This design comes from an exercise in tuning for small area and a short achievable clock period on the open sky130 flow, not from production work.
Only simulation tests tie the RTL to the original design; equivalence was not proved.
The clock port is modelled as an ideal driver; clocking choices that lean on that would not hold on a real chip.
Power and IR drop assume default switching activity.

Design sincos, start of the top module:
module sincos (
    input wire clk,
    input wire rst,
    input wire [7:0] theta,
    output reg [7:0] sine,
    output reg [7:0] cosine,
    output reg done
);
For scale: roughly 380 cells after synthesis, roughly 0.0034 mm^2 of cells after synthesis.
Settings: LEC_CHECK=0, ABC_AREA=1, CAP_MARGIN=20, CORE_MARGIN=2, CORE_UTILIZATION=40, HOLD_SLACK_MARGIN=0.05, SETUP_SLACK_MARGIN=2.45, SLEW_MARGIN=20; clock period 4.0 ns.
standard.sh (not shown) runs the stock make flow with config.mk's settings and CLKGATE_MAP_FILE= SYNTH_SCRIPT=/design/flow/synth_recipe.tcl, a recipe that flattens the netlist after the stock synthesis.
==> flow/flow/run.sh <==
#!/bin/bash
# Own layout flow: the standard ORFS flow (standard.sh, with its unchanged synthesis) and
# these changes to how the layout is made:
#  - port buffers are sky130_fd_sc_hd__buf_2 instead of the delay cell buffer_ports picks;
#  - repair may change a cell's footprint (MATCH_CELL_FOOTPRINT=0);
set -euo pipefail
cd "$(dirname "$0")/.."
# Up to CTS with config.mk's setup margin; the routing steps' repair aims lower (see below).
bash standard.sh \
  BUFFER_PORTS_ARGS="-buffer_cell sky130_fd_sc_hd__buf_2" \
  MATCH_CELL_FOOTPRINT=0 \
  PRE_CTS_TCL="$PWD/flow/clock_tree.tcl" \
  CLK_SKEW_PATTERN='k_*' \
  CLK_SKEW_CELL=sky130_fd_sc_hd__clkdlybuf4s50_1 \
  CLK_LATE_FROM_GROUP=1 \
  cts > flow_make_cts.log 2>&1
bash standard.sh \
  BUFFER_PORTS_ARGS="-buffer_cell sky130_fd_sc_hd__buf_2" \
  MATCH_CELL_FOOTPRINT=0 \
  PRE_CTS_TCL="$PWD/flow/clock_tree.tcl" \
  CLK_SKEW_PATTERN='k_*' \
  CLK_SKEW_CELL=sky130_fd_sc_hd__clkdlybuf4s50_1 \
  CLK_LATE_FROM_GROUP=1 \
  SETUP_SLACK_MARGIN=2.6 \
  finish > flow_make.log 2>&1
Other scripts of this flow, unchanged in this note and not shown: flow/flow/clock_tree.tcl
The starting point completed with no timing, DRC or antenna violations.
Then changed:
--- a/flow/flow/run.sh
+++ b/flow/flow/run.sh
@@ -24 +24 @@
-  SETUP_SLACK_MARGIN=2.6 \
+  SETUP_SLACK_MARGIN=2.3 \
Outcome: Routed wire length shrinks by a few percent. Total power drops by a few percent. Final area shrinks by a few percent.


main:
sincos again, from the RTL that the note above started with.
==> flow/config.mk <==
export PLATFORM = sky130hd
export DESIGN_NAME = sincos
export DESIGN_NICKNAME = sincos
export VERILOG_FILES = /design/flow/design.v
export SDC_FILE = /design/flow/constraint.sdc
export NUM_CORES = 4
export LEC_CHECK = 0
export ABC_AREA = 1
export CAP_MARGIN = 20
export CORE_MARGIN = 2
export CORE_UTILIZATION = 40
export HOLD_SLACK_MARGIN = 0.05
export SETUP_SLACK_MARGIN = 2.45
export SLEW_MARGIN = 20
==> flow/constraint.sdc <==
create_clock -name core_clock -period 4.0 [get_ports {clk}]
set_input_delay 0.8000 -clock core_clock [delete_from_list [all_inputs] [get_ports {clk}]]
set_output_delay 0.8000 -clock core_clock [all_outputs]
set_load 0.01 [all_outputs]
==> flow/flow/run.sh <==
#!/bin/bash
# Own layout flow: the standard ORFS flow (standard.sh, with its unchanged synthesis) and
# these changes to how the layout is made:
#  - port buffers are sky130_fd_sc_hd__buf_2 instead of the delay cell buffer_ports picks;
#  - repair may change a cell's footprint (MATCH_CELL_FOOTPRINT=0);
set -euo pipefail
cd "$(dirname "$0")/.."
# Up to CTS with config.mk's setup margin; the routing steps' repair aims lower (see below).
bash standard.sh \
  BUFFER_PORTS_ARGS="-buffer_cell sky130_fd_sc_hd__buf_2" \
  MATCH_CELL_FOOTPRINT=0 \
  PRE_CTS_TCL="$PWD/flow/clock_tree.tcl" \
  CLK_SKEW_PATTERN='k_*' \
  CLK_SKEW_CELL=sky130_fd_sc_hd__clkdlybuf4s50_1 \
  CLK_LATE_FROM_GROUP=1 \
  cts > flow_make_cts.log 2>&1
bash standard.sh \
  BUFFER_PORTS_ARGS="-buffer_cell sky130_fd_sc_hd__buf_2" \
  MATCH_CELL_FOOTPRINT=0 \
  PRE_CTS_TCL="$PWD/flow/clock_tree.tcl" \
  CLK_SKEW_PATTERN='k_*' \
  CLK_SKEW_CELL=sky130_fd_sc_hd__clkdlybuf4s50_1 \
  CLK_LATE_FROM_GROUP=1 \
  SETUP_SLACK_MARGIN=2.5 \
  finish > flow_make.log 2>&1
Other scripts of this flow, unchanged in this note and not shown: flow/flow/clock_tree.tcl
Input changes introduced in the feature branch (baseline for comparison: main):
-- flow/flow/run.sh --
<<< main, line 23
  CLK_LATE_FROM_GROUP=1 \
  SETUP_SLACK_MARGIN=2.5 \
  finish > flow_make.log 2>&1
>>> the feature branch, line 23
  CLK_LATE_FROM_GROUP=1 \
  SETUP_SLACK_MARGIN=2.0 \
  finish > flow_make.log 2>&1
Findings:
- The setup slack of the feature branch is smaller than that of main.
- Taking main as the reference, in the feature branch final period demand of the worst path rose 0.069 ns, buffering stage count on the worst path with inverters included rose 1.
- Between main and the feature branch, overall power consumption decreased.
- Comparing main and the feature branch, the higher routed wire length is on main.

separate check: timing with driven ports:
No port has a modelled driver above. Below, the same layouts with a new extraction and two added sets of constraints. Step 1 assumes that a clkbuf_16 drives the clock port and a buf_2 every other input. Step 2, shift: input delay + t, output delay - t, t = (earliest + latest rising clock arrival at the registers) / 2. This alone moves slack from input paths to output paths. a / b / c = ideal ports / drivers / drivers and shift; a / b = the first two.
| run | t, ns | slack for setup (ns) | worst setup path at the end | clock arrival spread, ns | worst slew at a driven data input, ns |
|---|---|---|---|---|---|
| the first run of note 1 | 0.561 | 2.551 / 2.480 / 2.644 | input to register | 0.702 / 0.702 | 0.03 |
| the second run of note 1 | 0.560 | 2.498 / 2.482 / 2.498 | register to register | 0.700 / 0.700 | 0.03 |
| main | 0.561 | 2.551 / 2.480 / 2.639 | register to register | 0.701 / 0.700 | 0.03 |
| the feature branch | 0.560 | 2.482 / 2.480 / 2.482 | register to register | 0.701 / 0.701 | 0.03 |
In every run listed the clock reaches the registers at very different times; t lies between them, and the last value is a rough guide only.
